Source: an optimization exercise on an open RTL-to-GDS flow (aim: small area and a short achievable clock period). Production flows keep margins and buffers that such runs may drop. In this exercise RTL edits were held to simulation tests only and were not proved equivalent to the original. Power is estimated from default activity; no workload was simulated.

Setup of red:
## topmod
module topmod (rst_n,clk,SS_n,MISO,MOSI);
input  MOSI,SS_n,rst_n,clk ;
output MISO;
wire rx_valid,tx_valid;
wire [9:0] rx_data;
wire [7:0] tx_data;
rram RAM_INTERFACE(.din(rx_data),.clk(clk),.rst_n(rst_n),.rx_valid(rx_valid),.dout(tx_data),.tx_valid(tx_valid));
SPI SPI_INTERFACE(.tx_valid(tx_valid),.tx_data(tx_data),.rx_valid(rx_valid),.rx_data(rx_data),.rst_n(rst_n),.clk(clk),.SS_n(SS_n),.MISO(MISO),.MOSI(MOSI));
endmodule 
For scale: roughly 6700 cells after synthesis, ~2200 flip-flops, ~5 I/O pins, roughly 71000 um^2 of cells after synthesis.
Settings: LEC_CHECK=0, CAP_MARGIN=20, CORE_MARGIN=2, CORE_UTILIZATION=55, SETUP_SLACK_MARGIN=1.8, SLEW_MARGIN=20; clock period 4.2 ns.
run.sh (not shown) runs the stock make flow with config.mk's settings and CLKGATE_MAP_FILE= SYNTH_SCRIPT=/design/flow/synth_recipe.tcl, a recipe that flattens the netlist after the stock synthesis.
diff inputs: red => blue
Settings: CTS_CLUSTER_SIZE newly set to 30; CTS_CLUSTER_DIAMETER newly set to 80.
--- outcome ---
- blue | stages: all done | timing, DRC, antenna: all pass
- Against red, blue comes in 0.63 points lower on routing usage on met3.
- Worst hold slack deteriorates in blue relative to red.
- Looking at global-route wire length before repair across both flows, blue is the stronger of the two, with red trailing.
- Delta (blue minus red): post-layout instance area went down by 5.0%, length in cells of the worst reg-to-reg path rose 3.

========
topmod, a different RTL version from the one above (not shown whole).
Size: roughly 6,700 cells after synthesis, about 2,200 flip-flops, about 0.071 sq mm of cells after synthesis.
==> flow/design.v (excerpt) <==
module topmod (rst_n,clk,SS_n,MISO,MOSI);
input  MOSI,SS_n,rst_n,clk ;
output MISO;
wire rx_valid,tx_valid;
wire [9:0] rx_data;
wire [7:0] tx_data;
rram RAM_INTERFACE(.din(rx_data),.clk(clk),.rst_n(rst_n),.rx_valid(rx_valid),.dout(tx_data),.tx_valid(tx_valid));
SPI SPI_INTERFACE(.tx_valid(tx_valid),.tx_data(tx_data),.rx_valid(rx_valid),.rx_data(rx_data),.rst_n(rst_n),.clk(clk),.SS_n(SS_n),.MISO(MISO),.MOSI(MOSI));
endmodule 
Settings: LEC_CHECK=0, CAP_MARGIN=20, CORE_MARGIN=2, CORE_UTILIZATION=55, CTS_CLUSTER_DIAMETER=80, CTS_CLUSTER_SIZE=30, SETUP_SLACK_MARGIN=2.0, SLEW_MARGIN=20; clock period 4.2 ns.
Next try:
==> flow/flow/run.sh (new file) <==
#!/bin/bash
# The standard layout (the standard.sh, unchanged synthesis), except that
# the port buffers that global placement inserts are buf_4 cells instead of
# the default pick. The make output goes to flow_make.log here; ORFS keeps
# each step's own log under orfs/logs/.
set -euo pipefail
bash standard.sh "BUFFER_PORTS_ARGS=-buffer_cell sky130_fd_sc_hd__buf_4" finish > flow_make.log 2>&1
==> flow/standard.sh (new file) <==
#!/bin/bash
# synth_recipe.tcl (not shown) runs the flow's synth.tcl, then flattens the netlist and writes it again
# the make line also repeats each setting of config.mk as NAME=value (left out here)
make -C /OpenROAD-flow-scripts/flow DESIGN_CONFIG=/design/flow/config.mk WORK_HOME=/design/flow/orfs CLKGATE_MAP_FILE= SYNTH_SCRIPT=/design/flow/synth_recipe.tcl "${@:-finish}"
removed: flow/run.sh
Result: The changed run finished with timing, DRC and antenna clean; synthesized cell count does not change; worst hold slack gets worse by 0.087 ns; cell count stays flat; non-clock buffer count grows by 13; core utilization is higher by 0.12 points; cell area stays flat; wire length fell by 1.4%; total power increases by 0.66%; global-route usage barely changes; count of clock-buffer cells in the layout rises by 6.

========
## the reference run
Another version of the RTL of topmod (not shown whole).
Size: ~6,700 cells after synthesis, about 5 I/O pins, about 72,000 um2 of cells after synthesis.
==> flow/design.v (excerpt) <==
module topmod (rst_n,clk,SS_n,MISO,MOSI);
input  MOSI,SS_n,rst_n,clk ;
output MISO;
wire rx_valid,tx_valid;
wire [9:0] rx_data;
wire [7:0] tx_data;
rram RAM_INTERFACE(.din(rx_data),.clk(clk),.rst_n(rst_n),.rx_valid(rx_valid),.dout(tx_data),.tx_valid(tx_valid));
SPI SPI_INTERFACE(.tx_valid(tx_valid),.tx_data(tx_data),.rx_valid(rx_valid),.rx_data(rx_data),.rst_n(rst_n),.clk(clk),.SS_n(SS_n),.MISO(MISO),.MOSI(MOSI));
endmodule 
clock: 4.2 ns
lec_check: 0
cap_margin: 20
core_margin: 2
core_utilization: 55
cts_cluster_diameter: 80
cts_cluster_size: 30
setup_slack_margin: 2.0
slew_margin: 20
Stock flow here: none of the scripts above is used.
The reference run did not stop at any stage, and its layout met the timing, DRC and antenna checks.
Input-level comparison between the trial run and the reference run:
- CORE_UTILIZATION now 62, was 55
- CTS_CLUSTER_DIAMETER now 60, was 80
- CTS_CLUSTER_SIZE now 25, was 30
[summary]
- The sequential share of layout area reported for the trial run is smaller than that of the reference run by 1.1 points.
- Core utilization: the trial run higher than the reference run
- Comparing the reference run against the trial run, there is no change at all in maximum number of pins on one net before global-route repair.
- Against the reference run, the trial run reports a number of non-clock buffers that is lower.
- Comparing the reference run and the trial run, placement-stage cell area is lower on the trial run.
- Relative to the reference run, the count of clock-buffer cells in the layout of the trial run is higher by about 60%.
- Sort the reference run and the trial run by reg2reg setup slack, descending, and the reference run comes first.

[separate check: timing with driven ports]
In the flow no input, the clock included, has a driving cell. The finished layouts below were timed again as built, in two steps. Step 1, drivers: a clkbuf_16 drives clk and a buf_2 each remaining input, both assumed. Step 2 also shifts input and output timing later by t, the mid clock arrival at the registers, as if the neighbouring blocks saw the same clock. Slacks: ideal ports / drivers / drivers and shift; pairs: ideal ports / drivers.
run	t, ns	setup WS [ns]	hold slack, ns	worst data-port slew with drivers (ns)	pins driven straight from the clock port
red	0.899	1.671 / 1.671 / 0.874	0.397 / 0.397 / 0.397	0.04	1
blue	0.825	1.708 / 1.708 / 1.202	0.289 / 0.244 / 0.402	0.03	1
the first run of note 2	0.807	1.903 / 1.827 / 1.956	0.359 / 0.359 / 0.359	0.07	1
the second run of note 2	0.823	1.859 / 1.859 / 1.859	0.273 / 0.249 / 0.357	0.06	1
the reference run	0.837	2.005 / 2.001 / 1.591	0.400 / 0.400 / 0.400	0.05	1
the trial run	0.836	1.936 / 1.936 / 1.435	0.393 / 0.381 / 0.393	0.03	1
After both steps setup and hold are still met in every run listed. For red, which loses most, drivers alone change the setup slack by 0.000 ns; drivers and shift together by -0.797 ns.
